Source: an optimization exercise on an open RTL-to-GDS flow (aim: small area and a short achievable clock period). Production flows keep margins and buffers that such runs may drop. Where RTL was checked, it was by simulation tests only, not by an equivalence proof against the original. Only the layout flow was run in runs 2 to 6 and 8; the RTL was not checked for function there. Power and IR drop assume default switching activity.

**design/flow/flow/run.sh**
```bash
#!/bin/bash
# Standard layout with custom clock-tree-synthesis arguments, and every combinational cell
# set to its smallest size after floorplan (timing repair upsizes what it needs).
set -euo pipefail
export CTS_ARGS="-sink_clustering_enable -repair_clock_nets -dont_use_dummy_load -sink_clustering_size 16 -sink_clustering_max_diameter 45 -buf_list sky130_fd_sc_hd__clkbuf_8 -root_buf sky130_fd_sc_hd__clkbuf_16"
export POST_FLOORPLAN_TCL=$PWD/flow/downsize.tcl
bash standard.sh > standard.log 2>&1
```
**design/flow/flow/downsize.tcl**
```tcl
# Replace each combinational cell by the smallest cell of the same function family
# (same name without the drive-strength suffix); timing repair later upsizes where needed.
set n 0
foreach inst [get_cells *] {
  set lc [get_lib_cell -of_objects $inst]
  if {[regexp {^sky130_fd_sc_hd__(df|edf|sdf|dl|sdl|bufbuf|lpflow)} [get_name $lc]]} { continue }
  set name [get_name $lc]
  if {![regexp {^(sky130_fd_sc_hd__[a-z0-9]+)_([0-9]+)$} $name -> base drv]} { continue }
  if {[regexp {^sky130_fd_sc_hd__(clk|dly|conb|tap|fill|decap|diode)} $name]} { continue }
  set best ""; set best_area 1e9
  foreach cand [get_lib_cells ${base}_*] {
    set cn [get_name $cand]
    if {![regexp "^${base}_\[0-9\]+\$" $cn]} { continue }
    if {[lsearch -exact $::env(DONT_USE_CELLS) $cn] >= 0} { continue }
    set a [get_property $cand area]
    if {$a < $best_area} { set best_area $a; set best $cn }
  }
  if {$best ne "" && $best ne $name} {
    replace_cell $inst [lindex [get_lib_cells $best] 0]
    incr n
  }
}
puts "downsize: replaced $n cells"
```
**design/flow/standard.sh**
```bash
#!/bin/bash
# synth_recipe.tcl (not shown) runs the flow's synth.tcl, then flattens the netlist and writes it again
# the make line also repeats each setting of config.mk as NAME=value (left out here)
make -C /OpenROAD-flow-scripts/flow DESIGN_CONFIG=/design/flow/config.mk WORK_HOME=/design/flow/orfs CLKGATE_MAP_FILE= SYNTH_SCRIPT=/design/flow/synth_recipe.tcl "${@:-finish}"
```
**design/flow/config.mk**
```make
export PLATFORM = sky130hd
export DESIGN_NAME = SPI_WRAPPER
export DESIGN_NICKNAME = SPI_WRAPPER
export VERILOG_FILES = /design/flow/design.v
export SDC_FILE = /design/flow/constraint.sdc
export NUM_CORES = 4
export LEC_CHECK = 0
export CAP_MARGIN = 40
export CORE_MARGIN = 2
export CORE_UTILIZATION = 80
export SETUP_SLACK_MARGIN = 4.06
export SLEW_MARGIN = 40
```
**design/flow/constraint.sdc**
```tcl
create_clock -name core_clock -period 6.5 [get_ports {clk}]
set_input_delay 1.3000 -clock core_clock [delete_from_list [all_inputs] [get_ports {clk}]]
set_output_delay 1.3000 -clock core_clock [all_outputs]
set_load 0.01 [all_outputs]
```
**design/flow/design.v**
```verilog
module SPI_SLAVE(
    input            clk,
    input            rst_n,
    input            MOSI,
    input            SS_n,
    input      [7:0] tx_data,
    input            tx_valid,
    output     [9:0] rx_data,
    output reg       rx_valid,
    output reg       MISO
);
localparam IDLE      = 3'b000;
localparam CHK_CMD   = 3'b001;
localparam WRITE     = 3'b011;
localparam READ_ADD  = 3'b010;
localparam READ_DATA = 3'b110;
reg [2:0]  cs, ns;
reg [3:0]  counter;       
reg        read_add_flg;
reg        loaded;        
reg [10:0] sr;
assign rx_data = sr[10:1];
always @(posedge clk)
    sr <= {sr[9:0], MOSI};
always @(*) begin
    case (cs)
        IDLE:      ns = SS_n ? IDLE : CHK_CMD;
        CHK_CMD:   ns = SS_n ? IDLE : (!MOSI ? WRITE : (read_add_flg ? READ_DATA : READ_ADD));
        WRITE:     ns = SS_n ? IDLE : WRITE;
        READ_ADD:  ns = SS_n ? IDLE : READ_ADD;
        READ_DATA: ns = SS_n ? IDLE : READ_DATA;
        default:   ns = IDLE;
    endcase
end
always @(posedge clk or negedge rst_n) begin
    if (!rst_n)
        cs <= IDLE;
    else
        cs <= ns;
end
wire collect = (cs == WRITE) || (cs == READ_ADD) || (cs == READ_DATA && !tx_valid);
wire shift   = (cs == READ_DATA) && tx_valid;
wire miso_next = shift & loaded & tx_data[(counter == 4'hf) ? 3'd7 : ~counter[2:0]];
always @(posedge clk or negedge rst_n) begin
    if (!rst_n) begin
        rx_valid     <= 1'b0;
        MISO         <= 1'b0;
        counter      <= 4'hf;
        read_add_flg <= 1'b0;
        loaded       <= 1'b0;
    end else begin
        rx_valid <= 1'b0;
        MISO <= miso_next;
        if (cs == IDLE) begin
            counter <= 4'hf;
            loaded  <= 1'b0;
        end
        if (collect) begin
            counter <= counter + 4'd1;
            if (counter == 4'd9) begin
                rx_valid <= 1'b1;
                counter  <= 4'hf;
                if (cs == READ_ADD)  read_add_flg <= 1'b1;
                if (cs == READ_DATA) read_add_flg <= 1'b0;
            end
        end
        if (shift) begin
            if (counter == 4'hf) begin
                loaded  <= 1'b1;
                counter <= 4'd7;
            end else begin
                counter <= counter - 4'd1;
            end
        end
    end
end
endmodule
module RAM (
    input            clk,
    input            rst_n,
    input      [9:0] din,
    input            rx_valid,
    output reg [7:0] dout,
    output reg       tx_valid
);
reg [2:0] phase;
reg [2:0] slot;
reg [3:0] sel_lo;
reg [7:0] sel_hi;
reg       addr_rst;
reg       dirty;
wire match = (phase == slot);
wire wr    = dirty & match;
wire ld    = rx_valid & ~din[8];
wire wev   = rx_valid & ~din[9] & din[8];
wire clr   = addr_rst & (~dirty | match);
wire [7:0] grp [0:7];
genvar g, h;
generate
    for (h = 0; h < 8; h = h + 1) begin : bank
        wire [7:0] tap [0:3];
        for (g = 0; g < 4; g = g + 1) begin : ring
            reg [63:0] r;
            wire we = wr & sel_hi[h] & sel_lo[g];
            always @(posedge clk)
                r <= {r[55:0], we ? dout : r[63:56]};
            assign tap[g] = r[63:56];
        end
        assign grp[h] = ({8{sel_lo[0]}} & tap[0]) | ({8{sel_lo[1]}} & tap[1])
                      | ({8{sel_lo[2]}} & tap[2]) | ({8{sel_lo[3]}} & tap[3]);
    end
endgenerate
wire [7:0] rd = ({8{sel_hi[0]}} & grp[0]) | ({8{sel_hi[1]}} & grp[1])
              | ({8{sel_hi[2]}} & grp[2]) | ({8{sel_hi[3]}} & grp[3])
              | ({8{sel_hi[4]}} & grp[4]) | ({8{sel_hi[5]}} & grp[5])
              | ({8{sel_hi[6]}} & grp[6]) | ({8{sel_hi[7]}} & grp[7]);
always @(posedge clk)
    phase <= phase + 3'd1;
always @(posedge clk) begin
    if (ld) begin
        slot   <= din[7:5];
        sel_hi <= 8'd1 << din[4:2];
        sel_lo <= 4'd1 << din[1:0];
    end else if (clr) begin
        slot   <= 3'd0;
        sel_hi <= 8'd1;
        sel_lo <= 4'd1;
    end
end
always @(posedge clk or negedge rst_n) begin
    if (!rst_n)
        addr_rst <= 1'b1;
    else if (ld | ~dirty | match)
        addr_rst <= 1'b0;
end
always @(posedge clk) begin
    if (wev)
        dirty <= 1'b1;
    else if (match)
        dirty <= 1'b0;
end
reg [7:0] mq;
reg       fq;
always @(posedge clk) begin
    mq <= rd;
    fq <= match & ~dirty & ~wev;
end
always @(posedge clk) begin
    if (wev)
        dout <= din[7:0];
    else if (fq)
        dout <= mq;
end
always @(posedge clk or negedge rst_n) begin
    if (!rst_n)
        tx_valid <= 1'b0;
    else if (rx_valid)
        tx_valid <= din[9] & din[8];
end
endmodule
module SPI_WRAPPER(
  input    MOSI,
  input    clk,
  input    rst_n,
  input    SS_n,
  output   MISO
);
wire        rx_valid, tx_valid;
wire [9:0]  rx_data;
wire [7:0]  tx_data;
SPI_SLAVE SPISLAVE (
    .clk(clk),
    .rst_n(rst_n),
    .MOSI(MOSI),
    .rx_data(rx_data),
    .tx_data(tx_data),
    .SS_n(SS_n),
    .rx_valid(rx_valid),
    .tx_valid(tx_valid),
    .MISO(MISO)
);
RAM ram_mem (
    .clk(clk),
    .rst_n(rst_n),
    .din(rx_data),
    .dout(tx_data),
    .rx_valid(rx_valid),
    .tx_valid(tx_valid)
);
endmodule
```
==> results of run 1 <==
[how the worst min path moves through the flow]
stage,start,to,slack [ns],cells past startpoint
after floorplan,SPISLAVE.sr[0],SPISLAVE.sr[1],0.31,0
after global placement,ram_mem.bank[6].ring[3].r[32],ram_mem.bank[6].ring[3].r[40],0.31,0
after detailed placement,ram_mem.bank[1].ring[1].r[48],ram_mem.bank[1].ring[1].r[56],0.31,0
after CTS,ram_mem.bank[2].ring[3].r[11],ram_mem.bank[2].ring[3].r[19],0.30,0
after global routing,ram_mem.bank[2].ring[3].r[11],ram_mem.bank[2].ring[3].r[19],0.30,0
final,ram_mem.bank[2].ring[0].r[18],ram_mem.bank[2].ring[0].r[26],0.29,0
[power groups by stage]
stage                     combinational (mW)  clock [mW]  sequential (mW)
after floorplan                       0.0758           0             13.3
after global placement                0.0898           0             13.3
after detailed placement               0.102           0             13.3
after CTS                              0.103        5.85             13.0
after global routing                   0.116        6.30             13.0
final                                  0.109        5.75             13.0
[metal layers]
metal	vias up	share of wire
li1	9364	-
met1	9831	0.45
met2	483	0.47
met3	177	0.047
met4	2	0.030
met5	-	0.00012
[synth_stat cells (4+ instances only)]
cell,instances
mux2_4,88
nand2_1,78
clkbuf_1,48
nand4_1,9
inv_1,8
buf_1,17
buf_2,4
dfxtp_1,2072
and3_4,7
dfstp_2,5
xor2_1,4
nand2b_1,7
and3_1,25
buf_6,23
ha_1,4
mux2_2,160
o21ai_0,4
and2_1,7
a21oi_1,9
nor2_1,10
buf_12,7
dfrtp_1,8
a22oi_1,160
edfxtp_1,23
mux2_1,17
nor3_1,8
[kinds of logic (layout without fill, tap and decap cells)]
group	count (synthesis)	count (layout)
XOR/XNOR	4	4
AO/OA/AOI/OAI	186	186
AND/OR/NAND/NOR	165	165
multiplexers	268	268
other	0	2
adder cells (fa/ha/maj)	4	4
buffers and inverters	107	186
flip-flops	2108	2108
[placed cells by master, fill, tap and decap left out, types with 2 or more instances in the layout]
cell type        Yosys  layout
dfxtp_1           2072    2072
mux4_2               2       2
a22oi_1            160     159
clkdlybuf4s50_1      0       3
clkbuf_8             0     152
nand2_1             78      78
nand3_1              3       4
buf_6               23       5
dfrtp_1              8       8
diode_2              0       2
edfxtp_1            23      23
nor3_1               8       8
mux2_1              17     265
and2_1               7       2
and2_0               1       6
a31oi_1              3       3
o21ai_0              4       4
o22ai_1              2       2
and3_1              25      32
nand2b_1             7       7
a21oi_1              9       9
nor2b_1              2       2
xor2_1               4       4
inv_1                8       8
nand4_1              9       9
o211ai_1             2       2
dfstp_2              5       5
nor2_1              10      10
buf_4                0      16
ha_1                 4       4
[repair_timing]
action / CTS / global route
pin swaps: 1 / 0
endpoints found under the setup margin: 153 / 14
setup buffers: 1 / 0
gates resized for setup: 1 / 8
endpoints found under the hold margin: 0 / 0
[registers in the layout, summed over array words and instances, names as in the netlist, 3 cells and up]
signal / cells
ram_mem.mq: 8
ram_mem.sel_hi: 8
SPISLAVE.counter: 4
SPISLAVE.sr: 11
ram_mem.sel_lo: 4
ram_mem.slot: 3
ram_mem.phase: 3
SPISLAVE.cs: 3
ram_mem.bank.ring.r: 2048
ram_mem.dout: 8
[cell type report]
type | count | share of cell area
repair buffers | 25 | 0.00433
inverters | 8 | 0.000587
multi-input cells | 627 | 0.104
diodes | 2 | 0.0000978
well taps | 782 | 0.0191
clock buffers | 153 | 0.0414
flip-flops and latches | 2108 | 0.831
==> results_dict.tcl, run 1 <==
set metrics [dict create \
    die_w_um 251 \
    drv_cap 0 \
    finalCritPeriodShare 0.379 \
    cp.arrival_ns 1.16 \
    gr-total-overflow 0 \
    cts_buffers 153 \
    cpPeakStageDelay_ns 0.38 \
    period_needed_ns 2.46 \
    drive_above_1_share 0.0630 \
    hpwl_um 46500 \
    vias 19900 \
    synth_nets 2850 \
    clock_sinks 2108 \
    cp.depth 1 \
    core_mm2 0.0604 \
    synth_area_mm2 0.0489 \
    layoutNonFillerInstCount 3705 \
    layout_setup_ws_ns 4.04 \
    ys_seq_area_frac 0.870 \
    nets 2931 \
    cp_slowest_cell "dfrtp_1" \
    hold_path.class "register to register" \
    drt_wl_total_um 83500 \
    syn_to_final_growth_pct 4.68 \
    grt_max_degree 65 \
    worst_slew_pin_slew_ns 0.985 \
    yosys.area.top_type_share 0.849 \
    ant_nets 0 \
    postLayoutCellArea_mm2 0.0512 \
    initial_utilization 0.810 \
    pwr-share-clk 0.305 \
    rows 90 \
    synth_cells 2842 \
    synth_mux_area_frac 0.0689 \
    yosys.area_share.simple 0.0177 \
    fin_setup_tns_ns 0 \
    timing.fmax_ghz 0.406 \
    grt_pass1_wl_um 127000 \
    regToRegEndpoint "ram_mem.bank[7].ring[0].r[5]" \
    p_leak_nw 21.1 \
    use_met1 0.375 \
    r2r_cells 4 \
    synth-xor-area-share 0.000717 \
    io_pins 5 \
    via_per_inst 5.36 \
    maxSlewHeadroom 0.343 \
    fin_hold_ws_ns 0.292 \
    drc 0 \
    startpoint "SPISLAVE.MISO" \
    synth_top_family_by_area "multiplexers" \
    fp.dieH_um 251 \
    final-setup-viol-count 0 \
    p_per_area_mw_per_mm2 368 \
    grt_util_met3 0.0465 \
    rr_startpoint "ram_mem.dirty" \
    status "finished clean" \
    dpl-instance-area_mm2 0.0490 \
    cp.required_ns 5.20 \
    sequentialPowerShare 0.689 \
    r2r_slack_ns 4.15 \
    critical_path_class "register to output pin" \
    synth.distinct_cells 48 \
    post_synth_fa_ha_maj_area_fraction 0.00102 \
    synth-compound-area-share 0.0279 \
    antenna_found_initial 6 \
    fill_cells 2616 \
    synth_top_flop_cell "dfxtp_1" \
    ys_ff_latch 2108 \
    synth-edff-count 23 \
    maxSlewViolCount 0 \
    synth_area_leaders "dfxtp_1 (85%), mux2_2 (3.7%), mux2_4 (2.7%), a22oi_1 (2.5%), edfxtp_1 (1.4%)" \
    p_int_mw 15.1 \
    hold_viol 0 \
    end_kind "output pin" \
    rsz0062_at_grt "true" \
    synth_top_area_cell "dfxtp_1" \
    clockBufferDepth 3 \
    post-place-ws_ns 3.72 \
    cp_top_family "flip-flops" \
    regArea_mm2 0.0425 \
    fin_skew_ns 0.0403 \
    crit_end "MISO" \
    ys_async_sr_fraction 0.00617 \
    io_buffers 4 \
    grt_pass1_vias 21300 \
    crit_path_cell_trace "buf_6" \
    die-area_mm2 0.0631 \
    comb_power_share 0.006 \
    wl_per_cell_um 22.5 \
    fin_util 0.848 \
    switching_share 0.198 \
    cts-root-buf "clkbuf_16" \
    multi_input_area_mm2 0.00531 \
    busiest_layer "met2" \
    htree_levels 4 \
    p_switching_mw 3.72 \
    cp-start-kind "register" \
    place.gp.congestion 0.804 \
    detail_route.iter0.violations 1281 \
    met2_usage 0.440 \
    ctsHoldBuffers 0 \
    ys_warn_count 2 \
    peakVddDrop_v 0.000292 \
    cp_max_fo 1 \
    clock_latency_ns 0.67 \
    track_usage 0.273 \
    tritoncts "built" \
    clk_pin_slew_ns 0.09 \
    dr.pass1.iters 5 \
    syn-mean-instance-area_um2 17.2 \
    post-place-cells 3548 \
    path_buf_inv 1 \
    totalPowerFinal_mw 18.8 \
]
==> run 2: changes to the inputs <==
--- a/design/flow/design.v
+++ b/design/flow/design.v
@@ -83,7 +83,9 @@
     output reg [7:0] dout,
     output reg       tx_valid
 );
-reg [2:0] phase;
+reg [3:0] ph;
+wire [2:0] phase = ph[2:0];
+wire       pol   = ph[3];
 reg [2:0] slot;
 reg [3:0] sel_lo;
 reg [7:0] sel_hi;
@@ -94,6 +96,7 @@
 wire ld    = rx_valid & ~din[8];
 wire wev   = rx_valid & ~din[9] & din[8];
 wire clr   = addr_rst & (~dirty | match);
+wire [7:0] wdat = dout ^ {8{pol}};
 wire [7:0] grp [0:7];
 genvar g, h;
 generate
@@ -103,7 +106,7 @@
             reg [63:0] r;
             wire we = wr & sel_hi[h] & sel_lo[g];
             always @(posedge clk)
-                r <= {r[55:0], we ? dout : r[63:56]};
+                r <= {r[55:0], ~(we ? wdat : r[63:56])};
             assign tap[g] = r[63:56];
         end
         assign grp[h] = ({8{sel_lo[0]}} & tap[0]) | ({8{sel_lo[1]}} & tap[1])
@@ -115,7 +118,7 @@
               | ({8{sel_hi[4]}} & grp[4]) | ({8{sel_hi[5]}} & grp[5])
               | ({8{sel_hi[6]}} & grp[6]) | ({8{sel_hi[7]}} & grp[7]);
 always @(posedge clk)
-    phase <= phase + 3'd1;
+    ph <= ph + 4'd1;
 always @(posedge clk) begin
     if (ld) begin
         slot   <= din[7:5];
@@ -142,7 +145,7 @@
 reg [7:0] mq;
 reg       fq;
 always @(posedge clk) begin
-    mq <= rd;
+    mq <= rd ^ {8{pol}};
     fq <= match & ~dirty & ~wev;
 end
 always @(posedge clk) begin
==> run 2 against run 1 <==
  * Flip-flop and latch count up 1
  * Maximum frequency is 1.1% lower
  * Critical path type unchanged
  * Hold slack got worse by 0.0083 ns
  * Final area fell by 0.34%
==> results_dict.tcl, run 2 <==
set metrics [dict create \
    clockBufferDepth 3 \
    regToRegEndpoint "ram_mem.bank[7].ring[0].r[6]" \
    synth_top_flop_cell "dfxtp_1" \
    r2r_slack_ns 4.11 \
    clk_pin_slew_ns 0.09 \
    dr.pass1.iters 8 \
    core_mm2 0.0591 \
    drv_cap 0 \
    hold_viol 0 \
    synth_area_leaders "dfxtp_1 (87%), mux2i_1 (5.4%), a22oi_1 (2.5%), edfxtp_1 (1.4%), nand2_1 (0.60%)" \
    rr_startpoint "ram_mem.slot[0]" \
    p_leak_nw 22.0 \
    final-setup-viol-count 0 \
    ys_warn_count 2 \
    layout_commonest_cell "dfxtp_1" \
    ys_seq_area_frac 0.886 \
    maxSlewHeadroom 0.422 \
    ys_async_sr_fraction 0.00616 \
    reg.largest.list "ram_mem.bank.ring.r: 2048 flops, SPISLAVE.sr: 11 flops" \
    end_kind "output pin" \
    synth_area_mm2 0.0480 \
    cpPeakStageDelay_ns 0.40 \
    htree_levels 4 \
    crit_path_cell_trace "buf_6" \
    track_usage 0.280 \
    yosys.area.top_type_share 0.865 \
    clock_latency_ns 0.70 \
    cp-start-kind "register" \
    finalCritPeriodShare 0.383 \
    worst_slew_pin_slew_ns 0.866 \
    grt_pass1_wl_um 128000 \
    synth_cells 2835 \
    die-area_mm2 0.0619 \
    io_pins 5 \
    cp_top_family "flip-flops" \
    timing.fmax_ghz 0.402 \
    synth-edff-count 23 \
    n_antenna_cell 0 \
    status "finished clean" \
    layout_common_cells "dfxtp_1 (2,072), mux2i_1 (260), a22oi_1 (161)" \
    syn_to_final_growth_pct 6.28 \
    drc 0 \
    whs_path_depth 0 \
    cp.depth 1 \
    vias 20100 \
    peakVddDrop_v 0.000313 \
    antenna_found_initial 0 \
    grt_pass1_vias 21200 \
    period_needed_ns 2.49 \
    grt_max_degree 67 \
    io_buffers 4 \
    syn-mean-instance-area_um2 16.9 \
    via_per_inst 5.41 \
    drt_wl_total_um 84800 \
    wl_per_cell_um 22.9 \
    ys_ff_latch 2109 \
    clock_sinks 2109 \
    regMostFlops "ram_mem.bank.ring.r" \
    hold_start "ram_mem.bank[7].ring[2].r[39]" \
    fin_setup_tns_ns 0 \
    cts-root-buf "clkbuf_16" \
    p_per_area_mw_per_mm2 371 \
    fp.dieH_um 249 \
    cp.required_ns 5.20 \
    die_w_um 249 \
    place.gp.congestion 0.833 \
    path_buf_inv 1 \
    synth_nets 2843 \
    synth_top_area_cell "dfxtp_1" \
    cp_max_fo 1 \
    fill_cells 2441 \
    hold_path.class "register to register" \
    rows 89 \
    layoutNonFillerInstCount 3706 \
    gr-total-overflow 0 \
    nets 2943 \
    synth.distinct_cells 41 \
    maxSlewViolCount 0 \
    critical_path_class "register to output pin" \
    initial_utilization 0.811 \
    whs_endpoint "ram_mem.bank[7].ring[2].r[47]" \
    r2r_cells 5 \
    synth_most_common_cell "dfxtp_1" \
    rsz0062_at_grt "true" \
    tritoncts "built" \
    ant_nets 0 \
    largest_reg_flops 2048 \
    fin_skew_ns 0.0511 \
    netlist_top_cells_count "dfxtp_1 (2,073), mux2i_1 (260), a22oi_1 (161)" \
    drive_above_1_share 0.0644 \
    cp_slowest_cell "dfrtp_1" \
    cts_buffers 152 \
    post-place-cells 3554 \
    cp.arrival_ns 1.19 \
    hpwl_um 49100 \
    detail_route.iter0.violations 1494 \
]
-- run 2: logic make-up after synthesis --
| logic type | after synthesis | share of synthesized area |
|---|---|---|
| flip-flops | 2109 | 0.886 |
| multiplexers | 269 | 0.0564 |
| AO/OA/AOI/OAI | 185 | 0.0283 |
| AND/OR/NAND/NOR | 169 | 0.0171 |
| buffers and inverters | 77 | 0.00683 |
| XOR/XNOR | 22 | 0.00402 |
| adder cells (fa/ha/maj) | 4 | 0.00104 |
-- run 2: cell type report --
class                           instances  area (um2)  share of cell area
Tap cell                              773         967              0.0190
Sequential cell                      2109       42500               0.834
Multi-Input combinational cell        649        5220               0.102
Clock buffer                          152        2100              0.0413
Inverter                                6        22.5            0.000442
Timing Repair Buffer                   17         146             0.00287
-- run 2: per-layer routing --
layer / track usage / wire, um / up-vias
met5: 0 / 0 / -
met4: 0.113 / 2710 / 0
met3: 0.0515 / 4200 / 191
met2: 0.438 / 39100 / 568
met1: 0.396 / 38800 / 9947
li1: - / - / 9355
-- run 2: worst max path at each step --
stage / start / endpoint / slack [ns]
after floorplan: ram_mem.slot[0] / ram_mem.sel_hi[0] / 4.77
after global placement: ram_mem.sel_lo[2] / ram_mem.bank[5].ring[2].r[3] / 3.82
after CTS: SPISLAVE.MISO / MISO / 3.97
final: SPISLAVE.MISO / MISO / 4.01
after global routing: SPISLAVE.MISO / MISO / 3.98
after detailed placement: ram_mem.slot[0] / ram_mem.bank[2].ring[2].r[2] / 3.71
-- run 2: through the flow --
stage / power [mW] / hold slack [ns] / setup slack, ns / utilization / cell area [um2]
3_5_place_dp: 13.5 / 0.312 / 3.71 / 0.826 / 48800
6_report: 18.9 / 0.284 / 4.01 / 0.862 / 51000
2_1_floorplan: 13.4 / 0.310 / 4.77 / - / 48000
5_1_grt: 19.4 / 0.285 / 3.98 / 0.862 / 51000
3_3_place_gp: 13.4 / 0.309 / 3.82 / 0.826 / 48800
4_1_cts: 19.0 / 0.282 / 3.97 / 0.862 / 51000
-- run 2: timing repair --
action                                 CTS  global route
setup endpoints to repair              225            21
endpoints found under the hold margin    0             0
hold buffers                             0             0
setup buffers                            0             0
pin swaps                                0             0
resized for setup                       12             7
-- run 2: power by group --
| group | switching [mW] | internal, mW | leakage, nW |
|---|---|---|---|
| Combinational | 0.106 | 0.0485 | 3.57 |
| Clock | 3.62 | 2.12 | 1.10 |
| Sequential | 0.0471 | 13.0 | 17.4 |
| Total | 3.77 | 15.1 | 22.0 |
==> run 3: changes to the inputs <==
==> design/flow/flow/run.sh (replaced) <==
#!/bin/bash
# Standard layout with custom clock-tree-synthesis arguments, and every combinational cell
# set to its smallest size after floorplan (timing repair upsizes what it needs).
set -euo pipefail
export CTS_ARGS="-sink_clustering_enable -repair_clock_nets -dont_use_dummy_load -sink_clustering_size 20 -sink_clustering_max_diameter 45 -buf_list sky130_fd_sc_hd__clkbuf_8 -root_buf sky130_fd_sc_hd__clkbuf_16"
export POST_FLOORPLAN_TCL=$PWD/flow/downsize.tcl
bash standard.sh > standard.log 2>&1
==> run 3 against run 2 <==
  * Clock power shrank 4.5%
  * Die area stayed put
  * Sequential power barely moved
  * Global-route usage shrank 1.2 points
  * First-iteration DRC count is 15% higher
  * Clock skew up 0.012 ns
==> results_dict.tcl, run 3 <==
set metrics [dict create \
    grt_util_met3 0.0503 \
    via_per_inst 5.38 \
    finalCritPeriodShare 0.381 \
    n_antenna_cell 0 \
    hold_viol 0 \
    comb_power_share 0.008 \
    hpwl_um 49100 \
    io_buffers 4 \
    cts_buffers 140 \
    fp.dieH_um 249 \
    timing.fmax_ghz 0.404 \
    ctsHoldBuffers 0 \
    end_kind "output pin" \
    cp.arrival_ns 1.18 \
    cpPeakStageDelay_ns 0.39 \
    reg.largest.list "ram_mem.bank.ring.r: 2048 flops, SPISLAVE.sr: 11 flops" \
    regMostFlops "ram_mem.bank.ring.r" \
    sequentialPowerShare 0.698 \
    p_leak_nw 22.0 \
    pwr-share-clk 0.294 \
    period_needed_ns 2.48 \
    ys_warn_count 2 \
    synth_area_leaders "dfxtp_1 (87%), mux2i_1 (5.4%), a22oi_1 (2.5%), edfxtp_1 (1.4%), nand2_1 (0.60%)" \
    met2_usage 0.411 \
    p_per_area_mw_per_mm2 367 \
    cp.required_ns 5.20 \
    dr.pass1.iters 6 \
    hold_path.class "register to register" \
    layoutNonFillerInstCount 3694 \
    worst_slew_pin_slew_ns 0.869 \
    grt_max_degree 67 \
    status "finished clean" \
    rows 89 \
    p_switching_mw 3.67 \
    drt_wl_total_um 81900 \
    drc 0 \
    core_mm2 0.0591 \
    track_usage 0.268 \
    rsz0062_at_grt "true" \
    nets 2931 \
    drive_above_1_share 0.0596 \
    detail_route.iter0.violations 1723 \
    fin_setup_tns_ns 0 \
    synth_nets 2843 \
    largest_reg_flops 2048 \
    clk_pin_slew_ns 0.11 \
    fin_hold_ws_ns 0.286 \
    htree_levels 4 \
    layout_commonest_cell "dfxtp_1" \
    final-setup-viol-count 0 \
    initial_utilization 0.811 \
    r2r_slack_ns 4.11 \
    gr-total-overflow 0 \
    syn-mean-instance-area_um2 16.9 \
    synth_most_common_cell "dfxtp_1" \
    clock_latency_ns 0.70 \
    synth_top_area_cell "dfxtp_1" \
    vias 19900 \
    ys_async_sr_fraction 0.00616 \
    synth_top_flop_cell "dfxtp_1" \
    ys_seq_area_frac 0.886 \
    cp-start-kind "register" \
    switching_share 0.197 \
    cts_setup_buffers 0 \
    tritoncts "built" \
    netlist_top_cells_count "dfxtp_1 (2,073), mux2i_1 (260), a22oi_1 (161)" \
    syn_to_final_growth_pct 5.90 \
    synth.distinct_cells 41 \
    synth-edff-count 23 \
    place.gp.congestion 0.833 \
    wl_per_cell_um 22.2 \
    antenna_found_initial 0 \
    maxSlewViolCount 0 \
    path_buf_inv 1 \
    clock_sinks 2109 \
    critical_path_class "register to output pin" \
    ant_nets 0 \
    cp_slowest_cell "dfrtp_1" \
    cp_max_fo 1 \
    clockBufferDepth 3 \
    use_met1 0.384 \
    post-place-ws_ns 3.71 \
    layout_setup_ws_ns 4.02 \
    busiest_layer "met2" \
    fin_skew_ns 0.0631 \
    drv_cap 0 \
    cts-root-buf "clkbuf_16" \
    synth_cells 2835 \
    post-place-cells 3554 \
    grt_pass1_vias 20700 \
    layout_common_cells "dfxtp_1 (2,072), mux2i_1 (260), a22oi_1 (161)" \
    ys_ff_latch 2109 \
    fin_util 0.859 \
    die-area_mm2 0.0619 \
    die_w_um 249 \
    yosys.area.top_type_share 0.865 \
    p_int_mw 15.0 \
    io_pins 5 \
    cp_top_family "flip-flops" \
    grt_pass1_wl_um 123000 \
    maxSlewHeadroom 0.420 \
    peakVddDrop_v 0.000264 \
    crit_path_cell_trace "clkbuf_2" \
    synth_area_mm2 0.0480 \
]
==> run 3: changes by cell type in the layout (fill, tap and decap cells not counted) <==
cell and change:
clkbuf_2 +1, buf_6 -1, clkbuf_8 -12, nand2_2 -3
nand2_1 +3
==> run 3: power by group through the flow <==
stage	registers [mW]	clock network, mW	logic [mW]
finish	13.0	5.48	0.153
global route	13.0	5.99	0.161
CTS	13.0	5.55	0.149
detailed placement	13.3	0	0.145
global placement	13.3	0	0.132
floorplan	13.3	0	0.107
==> run 3: repair_timing <==
| action | 4_1_cts | 5_1_grt |
|---|---|---|
| endpoints found under the setup margin | 225 | 9 |
| hold endpoints to repair | 0 | 0 |
| resized for setup | 10 | 4 |
==> run 3: per-stage QoR <==
stage          cell area [um2]  power [mW]
6_report                 50800        18.6
5_1_grt                  50800        19.2
4_1_cts                  50800        18.7
3_5_place_dp             48800        13.5
3_3_place_gp             48800        13.4
2_1_floorplan            48000        13.4
==> run 3: final cells by class <==
type,count,area [um2]
Inverter,6,22.5
Timing Repair Buffer,17,140
Multi-Input combinational cell,649,5220
Tap cell,773,967
Clock buffer,140,1940
Sequential cell,2109,42500
Fill cell,2519,8320
==> run 3: per-layer routing <==
layer | up-vias | wire length (um)
met1 | 9763 | 38000
met4 | 0 | 2980
met5 | - | 0
met3 | 201 | 4310
met2 | 594 | 36600
li1 | 9327 | -
==> run 3: worst paths after layout <==
kind	to	depth (start not counted)	start
min in group asynchronous	ram_mem.tx_valid	1	rst_n
max	MISO	1	SPISLAVE.MISO
max in group asynchronous	ram_mem.addr_rst	1	rst_n
max reg2reg	ram_mem.bank[4].ring[3].r[3]	3	ram_mem.ph[3]
min	ram_mem.bank[7].ring[2].r[38]	0	ram_mem.bank[7].ring[2].r[30]
min reg2reg	ram_mem.bank[7].ring[2].r[38]	0	ram_mem.bank[7].ring[2].r[30]
==> run 3: cell families after synthesis <==
logic type	synth area share
AO/OA/AOI/OAI	0.0283
XOR/XNOR	0.00402
adder cells (fa/ha/maj)	0.00104
buffers and inverters	0.00683
flip-flops	0.886
multiplexers	0.0564
AND/OR/NAND/NOR	0.0171
==> run 4: changes to the inputs <==
--- a/design/flow/config.mk
+++ b/design/flow/config.mk
@@ -8,5 +8,6 @@
 export CAP_MARGIN = 40
 export CORE_MARGIN = 2
 export CORE_UTILIZATION = 80
+export PLACE_DENSITY = 0.9
 export SETUP_SLACK_MARGIN = 4.06
 export SLEW_MARGIN = 40
==> run 4 against run 3 <==
  * Via count rose by 6.3%
  * Sequential share of layout area shrank 0.064 points
  * Synthesized area stayed put
  * Die area did not move
  * Flip-flop and latch count did not move
  * Sequential power is essentially flat
  * Synthesized cell count unchanged
  * Critical path depth rose by 4
  * Hold slack improved by 0.0023 ns
  * Non-clock buffer count is 2 higher
  * Count of clock-buffer cells in the layout is 6 lower
==> results_dict.tcl, run 4 <==
set metrics [dict create \
    status "finished clean" \
    drc 0 \
    worst_slew_pin_slew_ns 0.857 \
    ys_warn_count 2 \
    ant_nets 0 \
    period_needed_ns 2.62 \
    clock_latency_ns 0.72 \
    largest_reg_flops 2048 \
    via_per_inst 5.73 \
    critical_path_class "register to register" \
    cts_buffers 134 \
    synth_most_common_cell "dfxtp_1" \
    whs_path_depth 0 \
    grt_pass1_vias 22700 \
    post-place-cells 3555 \
    fill_cells 2113 \
    layout_commonest_cell "dfxtp_1" \
    syn-mean-instance-area_um2 16.9 \
    fp.dieH_um 249 \
    cpPeakStageDelay_ns 0.55 \
    synth-edff-count 23 \
    detail_route.iter0.violations 2012 \
    ctsHoldBuffers 0 \
    layoutNonFillerInstCount 3691 \
    yosys.area.top_type_share 0.865 \
    netlist_top_cells_count "dfxtp_1 (2,073), mux2i_1 (260), a22oi_1 (161)" \
    maxSlewViolCount 0 \
    synth_cells 2835 \
    r2r_cells 5 \
    ys_seq_area_frac 0.886 \
    synth.distinct_cells 41 \
    reg.largest.list "ram_mem.bank.ring.r: 2048 flops, SPISLAVE.sr: 11 flops" \
    core_mm2 0.0591 \
    cp.arrival_ns 3.22 \
    regMostFlops "ram_mem.bank.ring.r" \
    path_buf_inv 0 \
    drt_wl_total_um 97000 \
    cp.required_ns 7.10 \
    io_pins 5 \
    ys_async_sr_fraction 0.00616 \
    cp_top_family "simple AND/OR/NAND/NOR gates" \
    grt_max_degree 67 \
    synth_top_flop_cell "dfxtp_1" \
    rsz0062_at_grt "true" \
    layout_common_cells "dfxtp_1 (2,072), mux2i_1 (260), a22oi_1 (153)" \
    nets 2927 \
    hold_viol 0 \
    ys_ff_latch 2109 \
    final-setup-viol-count 0 \
    synth_area_leaders "dfxtp_1 (87%), mux2i_1 (5.4%), a22oi_1 (2.5%), edfxtp_1 (1.4%), nand2_1 (0.60%)" \
    clockBufferDepth 3 \
    cts-root-buf "clkbuf_16" \
    clk_pin_slew_ns 0.11 \
    wl_per_cell_um 26.3 \
    cp_slowest_cell "and3_2" \
    track_usage 0.321 \
    cp.depth 5 \
    p_leak_nw 21.9 \
    dr.pass1.iters 7 \
    grt_pass1_wl_um 145000 \
    htree_levels 4 \
    totalPowerFinal_mw 18.7 \
    fin_skew_ns 0.0836 \
    end_kind "register" \
    vias 21100 \
    synth_nets 2843 \
    clock_sinks 2109 \
    hold_path.class "register to register" \
    finalCritPeriodShare 0.404 \
    drv_cap 0 \
    tritoncts "built" \
    hpwl_um 54000 \
    crit_path_cell_trace "xor2_1 -> nor3_4 -> and3_2 -> nand2_1 -> mux2i_1" \
    cp_max_fo 8 \
    antenna_found_initial 2 \
    synth_area_mm2 0.0480 \
    syn_to_final_growth_pct 5.99 \
    timing.fmax_ghz 0.381 \
    synth_top_area_cell "dfxtp_1" \
    place.gp.congestion 0.825 \
    drive_above_1_share 0.0658 \
    rows 89 \
    initial_utilization 0.811 \
    maxSlewHeadroom 0.429 \
    p_per_area_mw_per_mm2 368 \
    cp-start-kind "register" \
    fin_setup_tns_ns 0 \
    gr-total-overflow 0 \
    die_w_um 249 \
    die-area_mm2 0.0619 \
    io_buffers 4 \
    peakVddDrop_v 0.000277 \
]
run 4: cell count changes in the layout (fill, tap and decap cells not counted):
cell | previous run | this run
buf_12 | 0 | 1
nor3_2 | 1 | 0
a22oi_1 | 161 | 153
clkbuf_8 | 139 | 133
buf_8 | 0 | 1
buf_6 | 2 | 3
diode_2 | 0 | 1
nand2_2 | 1 | 15
and3_2 | 1 | 2
nand2_1 | 108 | 94
clkbuf_2 | 1 | 0
and3_4 | 3 | 2
a22oi_2 | 0 | 8
nor3_4 | 0 | 1
run 4: kinds of logic (layout without fill, tap and decap cells):
group,after synthesis,after routing,share of synthesized area
fa+ha+maj,4,4,0.00104
compound gates,185,185,0.0283
simple gates,169,169,0.0171
xor+xnor,22,22,0.00402
other cells,0,1,0
flops,2109,2109,0.886
mux,269,269,0.0564
buf+inv,77,159,0.00683
run 4: worst paths after layout:
path,to,startpoint,slack [ns]
worst min register to register,ram_mem.bank[3].ring[1].r[61],ram_mem.bank[3].ring[1].r[53],0.29
min in group asynchronous,ram_mem.tx_valid,rst_n,1.05
worst max-delay path,ram_mem.bank[6].ring[1].r[4],ram_mem.slot[2],3.88
worst min-delay path,ram_mem.bank[3].ring[1].r[61],ram_mem.bank[3].ring[1].r[53],0.29
worst max register to register,ram_mem.bank[6].ring[1].r[4],ram_mem.slot[2],3.88
max in group asynchronous,SPISLAVE.cs[2],rst_n,4.96
run 4: routing by layer:
| layer | track usage | vias to the layer above | share of wire |
|---|---|---|---|
| li1 | - | 9325 | - |
| met1 | 0.418 | 10400 | 0.41 |
| met2 | 0.510 | 998 | 0.47 |
| met3 | 0.0683 | 362 | 0.067 |
| met4 | 0.172 | 2 | 0.056 |
| met5 | 0 | - | 0.00014 |
run 4: layout make-up:
| cell class | count | area (um2) | share of cell area |
|---|---|---|---|
| well taps | 773 | 967 | 0.0190 |
| clock buffers | 134 | 1860 | 0.0365 |
| inverters | 6 | 22.5 | 0.000443 |
| repair buffers | 19 | 181 | 0.00357 |
| multi-input cells | 649 | 5290 | 0.104 |
| flip-flops and latches | 2109 | 42500 | 0.836 |
| diodes | 1 | 2.50 | 0.0000492 |
run 4: power by group:
part	switching [mW]	leakage, nW	internal [mW]
Clock	3.63	0.969	1.88
Combinational	0.115	3.60	0.0491
Sequential	0.0518	17.4	13.0
Total	3.80	21.9	14.9
run 4: stage by stage:
stage          area (um2)  hold WS, ns   util  setup slack (ns)
3_3_place_gp        48800        0.309  0.826              3.76
4_1_cts             50800        0.292  0.859              3.95
5_1_grt             50800        0.290  0.860              3.92
2_1_floorplan       48000        0.310      -              4.77
6_report            50800        0.288  0.860              3.88
3_5_place_dp        48900        0.312  0.826              3.47
run 4: what timing repair did:
| action | in CTS | in global routing |
|---|---|---|
| endpoints found under the setup margin | 280 | 89 |
| pin swaps | 0 | 3 |
| gates cloned | 0 | 0 |
| gates resized for setup | 33 | 10 |
| setup buffers | 0 | 1 |
==> run 5: changes to the inputs <==
--- a/design/flow/config.mk
+++ b/design/flow/config.mk
@@ -7,7 +7,7 @@
 export LEC_CHECK = 0
 export CAP_MARGIN = 40
 export CORE_MARGIN = 2
-export CORE_UTILIZATION = 80
-export PLACE_DENSITY = 0.9
+export CORE_UTILIZATION = 86
+export PLACE_DENSITY = 0.92
 export SETUP_SLACK_MARGIN = 4.06
 export SLEW_MARGIN = 40
==> run 5 against run 4 <==
  * The flow now stops in detailed placement
  * Synthesized cell count is the same
  * Synthesized area is the same
==> results_dict.tcl, run 5 <==
set metrics [dict create \
    rows 86 \
    die_w_um 240 \
    synth_nets 2843 \
    status "did not finish" \
    hpwl_um 63900 \
    ys_ff_latch 2109 \
    initial_utilization 0.871 \
    netlist_top_cells_count "dfxtp_1 (2,073), mux2i_1 (260), a22oi_1 (161)" \
    synth_cells 2835 \
    stop_stage "detailed placement" \
    error "[ERROR DPL-0033] detailed placement checks failed during check placement." \
    synth-edff-count 23 \
    synth_most_common_cell "dfxtp_1" \
    ys_async_sr_fraction 0.00616 \
    io_buffers 4 \
    yosys.area.top_type_share 0.865 \
    synth.distinct_cells 41 \
    synth_area_leaders "dfxtp_1 (87%), mux2i_1 (5.4%), a22oi_1 (2.5%), edfxtp_1 (1.4%), nand2_1 (0.60%)" \
    io_pins 5 \
    syn-mean-instance-area_um2 16.9 \
    place.gp.congestion 0.825 \
    ys_warn_count 2 \
    synth_top_area_cell "dfxtp_1" \
    synth_area_mm2 0.0480 \
    fp.dieH_um 240 \
    synth_top_flop_cell "dfxtp_1" \
    ys_seq_area_frac 0.886 \
]
run 5: cell counts after synthesis:
No cell type changed its count.
run 5: how the worst max path moves through the flow:
stage | startpoint | end | slack, ns
2_1_floorplan | ram_mem.slot[0] | ram_mem.sel_hi[0] | 4.77
3_3_place_gp | ram_mem.sel_lo[0] | ram_mem.bank[5].ring[0].r[4] | 3.65
run 5: cells by family after synthesis:
logic type / share of synthesized area
flops: 0.886
mux: 0.0564
xor+xnor: 0.00402
fa+ha+maj: 0.00104
compound gates: 0.0283
buf+inv: 0.00683
simple gates: 0.0171
run 5: metrics by stage:
step | instance area (um2) | power, mW | hold slack [ns] | cells | setup slack (ns)
3_3_place_gp | 48800 | 13.4 | 0.310 | 3528 | 3.65
2_1_floorplan | 48000 | 13.4 | 0.310 | 2835 | 4.77
run 5: power groups by stage:
| stage | clock network (mW) | registers (mW) | logic, mW |
|---|---|---|---|
| after floorplan | 0 | 13.3 | 0.107 |
| after global placement | 0 | 13.3 | 0.127 |
==> run 6: changes to the inputs <==
==> design/flow/flow/run.sh (replaced) <==
#!/bin/bash
# Standard layout with custom clock-tree-synthesis arguments, and every combinational cell
# set to its smallest size after floorplan (timing repair upsizes what it needs).
set -euo pipefail
export CTS_ARGS="-sink_clustering_enable -repair_clock_nets -dont_use_dummy_load -sink_clustering_size 18 -sink_clustering_max_diameter 40 -buf_list sky130_fd_sc_hd__clkbuf_8 -root_buf sky130_fd_sc_hd__clkbuf_16"
export POST_FLOORPLAN_TCL=$PWD/flow/downsize.tcl
bash standard.sh > standard.log 2>&1
--- a/design/flow/config.mk
+++ b/design/flow/config.mk
@@ -7,7 +7,6 @@
 export LEC_CHECK = 0
 export CAP_MARGIN = 40
 export CORE_MARGIN = 2
-export CORE_UTILIZATION = 86
-export PLACE_DENSITY = 0.92
+export CORE_UTILIZATION = 80
 export SETUP_SLACK_MARGIN = 4.06
 export SLEW_MARGIN = 40
==> run 6 against run 5 <==
  * Now clean on timing, DRC and antenna
  * Synthesized area stayed put
  * Synthesized cell count is the same
==> results_dict.tcl, run 6 <==
set metrics [dict create \
    status "finished clean" \
    syn-mean-instance-area_um2 16.9 \
    ant_nets 0 \
    clk_pin_slew_ns 0.09 \
    rsz0062_at_grt "true" \
    fill_cells 2462 \
    n_antenna_cell 0 \
    io_buffers 4 \
    largest_reg_flops 2048 \
    tritoncts "built" \
    cp-start-kind "register" \
    maxSlewViolCount 0 \
    cts_buffers 148 \
    place.gp.congestion 0.833 \
    detail_route.iter0.violations 1531 \
    core_mm2 0.0591 \
    synth_top_area_cell "dfxtp_1" \
    hold_path.class "register to register" \
    ys_warn_count 2 \
    initial_utilization 0.811 \
    synth_cells 2835 \
    critical_path_class "register to output pin" \
    cts-root-buf "clkbuf_16" \
    cp_slowest_cell "dfrtp_1" \
    clockBufferDepth 3 \
    fin_setup_tns_ns 0 \
    post-place-ws_ns 3.71 \
    die_w_um 249 \
    vias 19900 \
    ys_ff_latch 2109 \
    ys_async_sr_fraction 0.00616 \
    p_per_area_mw_per_mm2 370 \
    rows 89 \
    r2r_slack_ns 4.11 \
    path_buf_inv 1 \
    ys_seq_area_frac 0.886 \
    yosys.area.top_type_share 0.865 \
    final-setup-viol-count 0 \
    hpwl_um 49100 \
    track_usage 0.281 \
    synth_most_common_cell "dfxtp_1" \
    synth-edff-count 23 \
    synth_nets 2843 \
    p_leak_nw 22.0 \
    clock_latency_ns 0.71 \
    synth_area_mm2 0.0480 \
    regMostFlops "ram_mem.bank.ring.r" \
    cp.arrival_ns 1.20 \
    synth_area_leaders "dfxtp_1 (87%), mux2i_1 (5.4%), a22oi_1 (2.5%), edfxtp_1 (1.4%), nand2_1 (0.60%)" \
    totalPowerFinal_mw 18.8 \
    layout_setup_ws_ns 4.00 \
    grt_pass1_vias 21200 \
    maxSlewHeadroom 0.419 \
    worst_slew_pin_slew_ns 0.870 \
    cpPeakStageDelay_ns 0.39 \
    hold_viol 0 \
    finalCritPeriodShare 0.384 \
    layout_commonest_cell "dfxtp_1" \
    die-area_mm2 0.0619 \
    period_needed_ns 2.50 \
    crit_path_cell_trace "clkbuf_2" \
    via_per_inst 5.38 \
    syn_to_final_growth_pct 6.13 \
    netlist_top_cells_count "dfxtp_1 (2,073), mux2i_1 (260), a22oi_1 (161)" \
    synth.distinct_cells 41 \
    io_pins 5 \
    fin_skew_ns 0.0692 \
    antenna_found_initial 0 \
    drive_above_1_share 0.0618 \
    cp.required_ns 5.20 \
    peakVddDrop_v 0.000320 \
    layout_common_cells "dfxtp_1 (2,072), mux2i_1 (260), a22oi_1 (161)" \
    cp_top_family "flip-flops" \
    gr-total-overflow 0 \
    drc 0 \
    cp_max_fo 1 \
    htree_levels 4 \
    fp.dieH_um 249 \
    end_kind "output pin" \
    cts_setup_buffers 0 \
    reg.largest.list "ram_mem.bank.ring.r: 2048 flops, SPISLAVE.sr: 11 flops" \
    synth_top_flop_cell "dfxtp_1" \
    clock_sinks 2109 \
    nets 2939 \
    dr.pass1.iters 6 \
    drv_cap 0 \
    drt_wl_total_um 85200 \
    timing.fmax_ghz 0.400 \
    grt_max_degree 67 \
    grt_pass1_wl_um 128000 \
    wl_per_cell_um 23.0 \
]
## run 6: timing repair
item,in CTS,in global routing
hold buffers,0,0
resized for setup,6,7
pin swaps,0,0
setup endpoints to repair,225,242
## run 6: path summary, 6_finish.rpt
kind | startpoint | endpoint | cells after the start
min reg2reg | ram_mem.bank[7].ring[2].r[32] | ram_mem.bank[7].ring[2].r[40] | 0
max | SPISLAVE.MISO | MISO | 1
max reg2reg | ram_mem.slot[0] | ram_mem.bank[3].ring[3].r[0] | 5
min | ram_mem.bank[7].ring[2].r[32] | ram_mem.bank[7].ring[2].r[40] | 0
min in group asynchronous | rst_n | SPISLAVE.read_add_flg | 1
max in group asynchronous | rst_n | SPISLAVE.cs[0] | 1
## run 6: routing by layer
metal | wire length [um] | track usage
met5 | 0 | 0
met4 | 3110 | 0.118
met2 | 39100 | 0.439
met3 | 4110 | 0.0545
met1 | 38900 | 0.393
## run 6: final cells by class
class,instances,area [um2],area share
Clock buffer,148,2050,0.0402
Inverter,6,22.5,0.000442
Multi-Input combinational cell,649,5210,0.102
Sequential cell,2109,42500,0.835
Tap cell,773,967,0.0190
Timing Repair Buffer,17,144,0.00283
## run 6: logic make-up after synthesis
family / count (synthesis) / share of synthesized area
compound gates: 185 / 0.0283
xor+xnor: 22 / 0.00402
fa+ha+maj: 4 / 0.00104
buf+inv: 77 / 0.00683
flops: 2109 / 0.886
mux: 269 / 0.0564
simple gates: 169 / 0.0171
## run 6: through the flow
stage / instance area (um2) / std cells / hold WS (ns) / utilization
after floorplan: 48000 / 2835 / 0.310 / -
after global placement: 48800 / 3554 / 0.309 / 0.826
after detailed placement: 48800 / 3554 / 0.312 / 0.826
after CTS: 50900 / 3702 / 0.265 / 0.861
after global routing: 50900 / 3702 / 0.268 / 0.861
final: 50900 / 3702 / 0.263 / 0.861
## run 6: power by group
group	switching, mW	leakage [nW]	internal [mW]	total, mW
logic	0.107	3.56	0.0485	0.155
clock network	3.60	1.07	2.07	5.67
registers	0.0465	17.4	13.0	13.0
total	3.76	22.0	15.1	18.8
==> run 7: changes to the inputs <==
--- a/design/flow/design.v
+++ b/design/flow/design.v
@@ -83,9 +83,7 @@
     output reg [7:0] dout,
     output reg       tx_valid
 );
-reg [3:0] ph;
-wire [2:0] phase = ph[2:0];
-wire       pol   = ph[3];
+reg [2:0] phase;
 reg [2:0] slot;
 reg [3:0] sel_lo;
 reg [7:0] sel_hi;
@@ -96,7 +94,6 @@
 wire ld    = rx_valid & ~din[8];
 wire wev   = rx_valid & ~din[9] & din[8];
 wire clr   = addr_rst & (~dirty | match);
-wire [7:0] wdat = dout ^ {8{pol}};
 wire [7:0] grp [0:7];
 genvar g, h;
 generate
@@ -106,7 +103,7 @@
             reg [63:0] r;
             wire we = wr & sel_hi[h] & sel_lo[g];
             always @(posedge clk)
-                r <= {r[55:0], ~(we ? wdat : r[63:56])};
+                r <= {r[55:0], we ? dout : r[63:56]};
             assign tap[g] = r[63:56];
         end
         assign grp[h] = ({8{sel_lo[0]}} & tap[0]) | ({8{sel_lo[1]}} & tap[1])
@@ -118,7 +115,7 @@
               | ({8{sel_hi[4]}} & grp[4]) | ({8{sel_hi[5]}} & grp[5])
               | ({8{sel_hi[6]}} & grp[6]) | ({8{sel_hi[7]}} & grp[7]);
 always @(posedge clk)
-    ph <= ph + 4'd1;
+    phase <= phase + 3'd1;
 always @(posedge clk) begin
     if (ld) begin
         slot   <= din[7:5];
@@ -145,7 +142,7 @@
 reg [7:0] mq;
 reg       fq;
 always @(posedge clk) begin
-    mq <= rd ^ {8{pol}};
+    mq <= rd;
     fq <= match & ~dirty & ~wev;
 end
 always @(posedge clk) begin
==> design/flow/flow/run.sh (replaced) <==
#!/bin/bash
# Standard layout with custom clock-tree-synthesis arguments; every combinational cell set to
# its smallest size after floorplan (timing repair upsizes what it needs); and the register
# that drives the output port moved next to its port buffer after global placement.
set -euo pipefail
export CTS_ARGS="-sink_clustering_enable -repair_clock_nets -dont_use_dummy_load -sink_clustering_size 16 -sink_clustering_max_diameter 45 -buf_list sky130_fd_sc_hd__clkbuf_8 -root_buf sky130_fd_sc_hd__clkbuf_16"
export POST_FLOORPLAN_TCL=$PWD/flow/downsize.tcl
export POST_GLOBAL_PLACE_TCL=$PWD/flow/pull_out.tcl
bash standard.sh > standard.log 2>&1
==> design/flow/flow/pull_out.tcl (new file) <==
# Move each flip-flop that drives an output-port buffer next to that buffer, so the
# register-to-output path has a short wire; detailed placement legalizes afterwards.
set block [ord::get_db_block]
foreach bterm [$block getBTerms] {
  if {[$bterm getIoType] ne "OUTPUT"} { continue }
  set net [$bterm getNet]
  foreach it [$net getITerms] {
    if {![$it isOutputSignal]} { continue }
    set buf [$it getInst]
    set innet ""
    foreach it2 [$buf getITerms] {
      if {[$it2 isInputSignal] && [$it2 getNet] ne "NULL"} { set innet [$it2 getNet] }
    }
    if {$innet eq ""} { continue }
    foreach it3 [$innet getITerms] {
      if {![$it3 isOutputSignal]} { continue }
      set drv [$it3 getInst]
      set m [[$drv getMaster] getName]
      if {![regexp {__(df|edf)} $m]} { continue }
      set loc [$buf getLocation]
      set bw [[$buf getMaster] getWidth]
      $drv setLocation [expr {[lindex $loc 0] + $bw}] [lindex $loc 1]
      puts "pull_out: moved [$drv getName] next to [$buf getName]"
    }
  }
}
==> run 7 against run 6 <==
  * Core utilization shrank 1.4 points
  * Non-clock buffer count grew 9
  * Synthesized area increased by 1.9%
  * Clock power about the same
  * Critical path type unchanged
  * Largest cell class unchanged
  * Largest power group unchanged
==> results_dict.tcl, run 7 <==
set metrics [dict create \
    status "finished clean" \
    synth.distinct_cells 48 \
    synth_area_leaders "dfxtp_1 (85%), mux2_2 (3.7%), mux2_4 (2.7%), a22oi_1 (2.5%), edfxtp_1 (1.4%)" \
    layout_setup_ws_ns 4.00 \
    nets 2932 \
    wl_per_cell_um 21.7 \
    dr.pass1.iters 5 \
    synth_top_area_cell "dfxtp_1" \
    syn_to_final_growth_pct 4.66 \
    fin_setup_tns_ns 0 \
    ys_async_sr_fraction 0.00617 \
    synth_top_flop_cell "dfxtp_1" \
    die_w_um 251 \
    cp_max_fo 1 \
    final-setup-viol-count 0 \
    clock_sinks 2108 \
    critical_path_class "register to output pin" \
    drive_above_1_share 0.0630 \
    cp_slowest_cell "dfrtp_1" \
    hpwl_um 46400 \
    maxSlewViolCount 0 \
    totalPowerFinal_mw 18.8 \
    n_antenna_cell 0 \
    yosys.area.top_type_share 0.849 \
    vias 19800 \
    ys_warn_count 2 \
    postLayoutCellArea_mm2 0.0512 \
    drt_wl_total_um 80500 \
    netlist_top_cells_count "dfxtp_1 (2,072), a22oi_1 (160), mux2_2 (160)" \
    met2_usage 0.411 \
    busiest_layer "met2" \
    via_per_inst 5.34 \
    ys_ff_latch 2108 \
    grt_max_degree 65 \
    peakVddDrop_v 0.000265 \
    syn-mean-instance-area_um2 17.2 \
    synth_area_mm2 0.0489 \
    multi_input_area_mm2 0.00530 \
    grt_pass1_wl_um 122000 \
    cp-start-kind "register" \
    ant_nets 0 \
    fin_skew_ns 0.0448 \
    timing.fmax_ghz 0.400 \
    worst_slew_pin_slew_ns 0.893 \
    cts-root-buf "clkbuf_16" \
    fin_hold_ws_ns 0.292 \
    maxSlewHeadroom 0.405 \
    finalCritPeriodShare 0.384 \
    synth_cells 2842 \
    post-place-ws_ns 3.79 \
    initial_utilization 0.810 \
    regArea_mm2 0.0425 \
    grt_pass1_vias 20700 \
    synth-edff-count 23 \
    period_needed_ns 2.50 \
    die-area_mm2 0.0631 \
    regMostFlops "ram_mem.bank.ring.r" \
    p_per_area_mw_per_mm2 367 \
    cp.depth 1 \
    hold_viol 0 \
    clock_latency_ns 0.68 \
    clockBufferDepth 3 \
    gr-total-overflow 0 \
    layoutNonFillerInstCount 3704 \
    layout_common_cells "dfxtp_1 (2,072), mux2_1 (265), a22oi_1 (160)" \
    fill_cells 2676 \
    crit_path_cell_trace "buf_6" \
    ys_seq_area_frac 0.870 \
    largest_reg_flops 2048 \
    dpl-instance-area_mm2 0.0490 \
    post-place-cells 3548 \
    reg.largest.list "ram_mem.bank.ring.r: 2048 flops, SPISLAVE.sr: 11 flops" \
    cp_top_family "flip-flops" \
    cp.required_ns 5.20 \
    clk_pin_slew_ns 0.09 \
    synth_most_common_cell "dfxtp_1" \
    io_pins 5 \
    whs_path_depth 0 \
    synth_nets 2850 \
    end_kind "output pin" \
    track_usage 0.262 \
    htree_levels 4 \
    fin_util 0.848 \
    rows 90 \
    p_leak_nw 21.1 \
    drv_cap 0 \
    rsz0062_at_grt "true" \
    io_buffers 4 \
    antenna_found_initial 5 \
    tritoncts "built" \
    cpPeakStageDelay_ns 0.41 \
    layout_commonest_cell "dfxtp_1" \
    path_buf_inv 1 \
    r2r_cells 6 \
    core_mm2 0.0604 \
    use_met1 0.369 \
    detail_route.iter0.violations 1169 \
    drc 0 \
    fp.dieH_um 251 \
    grt_util_met3 0.0408 \
    hold_path.class "register to register" \
    cp.arrival_ns 1.20 \
    cts_buffers 153 \
]
## run 7: layout make-up
cell class,instances,area share
Clock buffer,153,0.0414
Inverter,8,0.000587
Multi-Input combinational cell,627,0.104
Sequential cell,2108,0.831
Tap cell,782,0.0191
Timing Repair Buffer,26,0.00440
## run 7: layer usage
metal	wire length (um)	vias up	share of wire
li1	-	9365	-
met1	37800	9777	0.47
met2	36900	452	0.46
met3	3180	171	0.039
met4	2690	0	0.033
met5	0	-	0
## run 7: worst register-to-register path, delay by kind of cell (launching register included)
family | cells | cell delay, ns
AO/OA/AOI/OAI | 2 | 0.86
flip-flops | 1 | 0.40
AND/OR/NAND/NOR | 2 | 0.34
buffers and inverters | 2 | 0.70
## run 7: cell families after synthesis
kind of cell,Yosys count,synth area share
flip-flops,2108,0.870
multiplexers,268,0.0689
AO/OA/AOI/OAI,186,0.0279
AND/OR/NAND/NOR,165,0.0177
buffers and inverters,107,0.0142
XOR/XNOR,4,0.000717
adder cells (fa/ha/maj),4,0.00102
## run 7: where the power goes
part | switching [mW] | internal (mW)
Combinational | 0.0716 | 0.0360
Sequential | 0.0354 | 12.9
Clock | 3.55 | 2.13
Total | 3.66 | 15.1
## run 7: path summary, 6_finish.rpt
check | from | endpoint | slack [ns]
max in group asynchronous | rst_n | SPISLAVE.rx_valid | 4.99
worst min-delay path | ram_mem.bank[6].ring[0].r[49] | ram_mem.bank[6].ring[0].r[57] | 0.29
worst min register to register | ram_mem.bank[6].ring[0].r[49] | ram_mem.bank[6].ring[0].r[57] | 0.29
worst max register to register | ram_mem.sel_lo[2] | ram_mem.mq[4] | 4.05
min in group asynchronous | rst_n | SPISLAVE.cs[0] | 1.06
worst max-delay path | SPISLAVE.MISO | MISO | 4.00
## run 7: repair_timing
action | 4_1_cts | 5_1_grt
pin swaps | 1 | 0
endpoints found under the hold margin | 0 | 0
resized for setup | 1 | 5
hold buffers | 0 | 0
endpoints found under the setup margin | 183 | 1
setup buffers | 1 | 0
==> run 8: changes to the inputs <==
--- a/design/flow/design.v
+++ b/design/flow/design.v
@@ -83,7 +83,9 @@
     output reg [7:0] dout,
     output reg       tx_valid
 );
-reg [2:0] phase;
+reg [3:0] ph;
+wire [2:0] phase = ph[2:0];
+wire       pol   = ph[3];
 reg [2:0] slot;
 reg [3:0] sel_lo;
 reg [7:0] sel_hi;
@@ -94,6 +96,7 @@
 wire ld    = rx_valid & ~din[8];
 wire wev   = rx_valid & ~din[9] & din[8];
 wire clr   = addr_rst & (~dirty | match);
+wire [7:0] wdat = dout ^ {8{pol}};
 wire [7:0] grp [0:7];
 genvar g, h;
 generate
@@ -103,7 +106,7 @@
             reg [63:0] r;
             wire we = wr & sel_hi[h] & sel_lo[g];
             always @(posedge clk)
-                r <= {r[55:0], we ? dout : r[63:56]};
+                r <= {r[55:0], ~(we ? wdat : r[63:56])};
             assign tap[g] = r[63:56];
         end
         assign grp[h] = ({8{sel_lo[0]}} & tap[0]) | ({8{sel_lo[1]}} & tap[1])
@@ -115,7 +118,7 @@
               | ({8{sel_hi[4]}} & grp[4]) | ({8{sel_hi[5]}} & grp[5])
               | ({8{sel_hi[6]}} & grp[6]) | ({8{sel_hi[7]}} & grp[7]);
 always @(posedge clk)
-    phase <= phase + 3'd1;
+    ph <= ph + 4'd1;
 always @(posedge clk) begin
     if (ld) begin
         slot   <= din[7:5];
@@ -142,7 +145,7 @@
 reg [7:0] mq;
 reg       fq;
 always @(posedge clk) begin
-    mq <= rd;
+    mq <= rd ^ {8{pol}};
     fq <= match & ~dirty & ~wev;
 end
 always @(posedge clk) begin
==> run 8 against run 7 <==
  * Still clean
  * Setup slack gained 0.025 ns
  * Core utilization grew 1.4 points
  * Hold slack lost 0.012 ns
  * Total power grew 0.44%
  * Clock skew grew 0.019 ns
  * Global-route usage grew 1.4 points
  * Critical endpoint unchanged
  * Largest power group unchanged
==> results_dict.tcl, run 8 <==
set metrics [dict create \
    synth_area_leaders "dfxtp_1 (87%), mux2i_1 (5.4%), a22oi_1 (2.5%), edfxtp_1 (1.4%), nand2_1 (0.60%)" \
    initial_utilization 0.811 \
    syn_to_final_growth_pct 6.22 \
    synth.distinct_cells 41 \
    rsz0062_at_grt "true" \
    vias 19900 \
    status "finished clean" \
    io_pins 5 \
    fin_skew_ns 0.0633 \
    clockBufferDepth 3 \
    htree_levels 4 \
    final-setup-viol-count 0 \
    regMostFlops "ram_mem.bank.ring.r" \
    synth_most_common_cell "dfxtp_1" \
    layout_setup_ws_ns 4.03 \
    peakVddDrop_v 0.000361 \
    netlist_top_cells_count "dfxtp_1 (2,073), mux2i_1 (260), a22oi_1 (161)" \
    hpwl_um 49300 \
    clock_sinks 2109 \
    die_w_um 249 \
    nets 2942 \
    drc 0 \
    drv_cap 0 \
    timing.fmax_ghz 0.404 \
    synth_nets 2843 \
    dr.pass1.iters 6 \
    cp.arrival_ns 1.17 \
    n_antenna_cell 0 \
    path_buf_inv 1 \
    fin_setup_tns_ns 0 \
    gr-total-overflow 0 \
    synth-edff-count 23 \
    fin_hold_ws_ns 0.279 \
    yosys.area.top_type_share 0.865 \
    grt_pass1_wl_um 126000 \
    track_usage 0.276 \
    grt_pass1_vias 20900 \
    period_needed_ns 2.47 \
    cts_setup_buffers 0 \
    drive_above_1_share 0.0628 \
    synth_top_area_cell "dfxtp_1" \
    cp_slowest_cell "dfrtp_1" \
    antenna_found_initial 1 \
    cp_max_fo 1 \
    fill_cells 2462 \
    post-place-ws_ns 3.69 \
    p_per_area_mw_per_mm2 370 \
    finalCritPeriodShare 0.381 \
    syn-mean-instance-area_um2 16.9 \
    layout_common_cells "dfxtp_1 (2,072), mux2i_1 (260), a22oi_1 (161)" \
    synth_area_mm2 0.0480 \
    tritoncts "built" \
    largest_reg_flops 2048 \
    fp.dieH_um 249 \
    end_kind "output pin" \
    cpPeakStageDelay_ns 0.39 \
    clk_pin_slew_ns 0.09 \
    cp_top_family "flip-flops" \
    hold_path.class "register to register" \
    grt_max_degree 67 \
    cts-root-buf "clkbuf_16" \
    maxSlewHeadroom 0.452 \
    ctsHoldBuffers 0 \
    detail_route.iter0.violations 1505 \
    hold_viol 0 \
    wl_per_cell_um 22.5 \
    synth_cells 2835 \
    ys_seq_area_frac 0.886 \
    synth_top_flop_cell "dfxtp_1" \
    p_leak_nw 22.0 \
    reg.largest.list "ram_mem.bank.ring.r: 2048 flops, SPISLAVE.sr: 11 flops" \
    rows 89 \
    ys_warn_count 2 \
    crit_path_cell_trace "clkbuf_2" \
    core_mm2 0.0591 \
    drt_wl_total_um 83500 \
    cp.required_ns 5.20 \
    worst_slew_pin_slew_ns 0.823 \
    die-area_mm2 0.0619 \
    via_per_inst 5.37 \
    cp-start-kind "register" \
    ys_ff_latch 2109 \
    critical_path_class "register to output pin" \
    layout_commonest_cell "dfxtp_1" \
    ys_async_sr_fraction 0.00616 \
    io_buffers 4 \
    maxSlewViolCount 0 \
    clock_latency_ns 0.70 \
    ant_nets 0 \
    cts_buffers 151 \
]
run 8: cell count changes in the layout (fill, tap and decap cells not counted), moves of 3 or more:
cell / delta
and3_1: -29
nand2_1: +31
and3_4: +3
xor2_1: +9
mux2_1: -256
buf_4: -8
nand3_1: +5
a21oi_1: -3
xor2_4: +8
mux2i_1: +259
nor2_1: +3
o21ai_0: +3
run 8: worst paths after layout:
check | depth (start not counted) | start | to | slack [ns]
max | 1 | SPISLAVE.MISO | MISO | 4.03
min | 0 | ram_mem.bank[7].ring[2].r[18] | ram_mem.bank[7].ring[2].r[26] | 0.28
max reg2reg | 5 | ram_mem.slot[0] | ram_mem.bank[6].ring[1].r[3] | 4.17
min reg2reg | 0 | ram_mem.bank[7].ring[2].r[18] | ram_mem.bank[7].ring[2].r[26] | 0.28
max in group asynchronous | 1 | rst_n | SPISLAVE.rx_valid | 5.07
min in group asynchronous | 1 | rst_n | ram_mem.tx_valid | 1.02
run 8: layout make-up:
cell class	count	area [um2]	area share
clock buffer	151	2090	0.0410
inverter	6	22.5	0.000442
multi-input combinational	649	5210	0.102
sequential	2109	42500	0.834
tap	773	967	0.0190
timing repair buffer	17	144	0.00282
run 8: worst register-to-register path, cell delays in order (launching register included):
cell and delay, ns:
edfxtp_1 0.39, xor2_1 0.20, nor3_2 0.44, and3_2 0.51, nand2_1 0.42, mux2i_1 0.32
run 8: logic make-up after synthesis:
kind of cell,synth area share
buffers and inverters,0.00683
adder cells (fa/ha/maj),0.00104
flip-flops,0.886
AO/OA/AOI/OAI,0.0283
XOR/XNOR,0.00402
multiplexers,0.0564
AND/OR/NAND/NOR,0.0171
run 8: what timing repair did:
item,4_1_cts,5_1_grt
endpoints found under the setup margin,225,241
hold endpoints to repair,0,0
cloned,0,0
resized for setup,6,8
run 8: layer usage:
layer / GRT usage / vias up / part of all wire
met4: 0.111 / 0 / 0.033
met3: 0.0504 / 183 / 0.047
met1: 0.392 / 9818 / 0.46
met5: 0 / - / 0
li1: - / 9369 / -
met2: 0.430 / 520 / 0.46
run 8: stage by stage:
stage	instance area, um2	utilization	total power [mW]	instances
after floorplan	48000	-	13.4	2835
after global placement	48800	0.826	13.4	3554
after detailed placement	48800	0.826	13.5	3554
after CTS	50900	0.862	18.9	3705
after global routing	51000	0.862	19.4	3705
final	51000	0.862	18.9	3705
run 8: power breakdown:
group          total [mW]  switching (mW)  internal, mW  leakage, nW
clock                5.69            3.59          2.11         1.09
sequential           13.0          0.0461          13.0         17.4
combinational       0.154           0.106        0.0483         3.56

-- static timing again, ports no longer ideal --
The results above use ideal ports. As a check the final layouts listed here were re-extracted and re-timed, cells and wires unchanged. Step 1, drivers: a clkbuf_16 drives clk and a buf_2 each remaining input, both assumed. Step 2 moves the port delays by t, midway between the first and last clock arrival at a register: inputs arrive t later, outputs are due t later. That takes back most of the time a late clock gives input paths. Slacks: ideal / step 1 / step 2; pairs: ideal / step 1.
run | t, ns | slack for setup (ns) | worst slew at a driven data input, ns
run 1 | 0.722 | 4.039 / 3.974 / 4.151 | 0.04
run 2 | 0.739 | 4.012 / 3.947 / 4.030 | 0.04
run 3 | 0.725 | 4.023 / 3.963 / 4.041 | 0.05
run 4 | 0.740 | 3.877 / 3.877 / 3.877 | 0.04
run 6 | 0.736 | 4.003 / 3.937 / 4.005 | 0.04
run 7 | 0.734 | 4.002 / 3.936 / 4.053 | 0.04
run 8 | 0.736 | 4.027 / 3.963 / 3.984 | 0.06
After both steps every run listed still meets setup and hold. For run 8, which loses most, drivers alone change the setup slack by -0.064 ns; drivers and shift together by -0.043 ns.
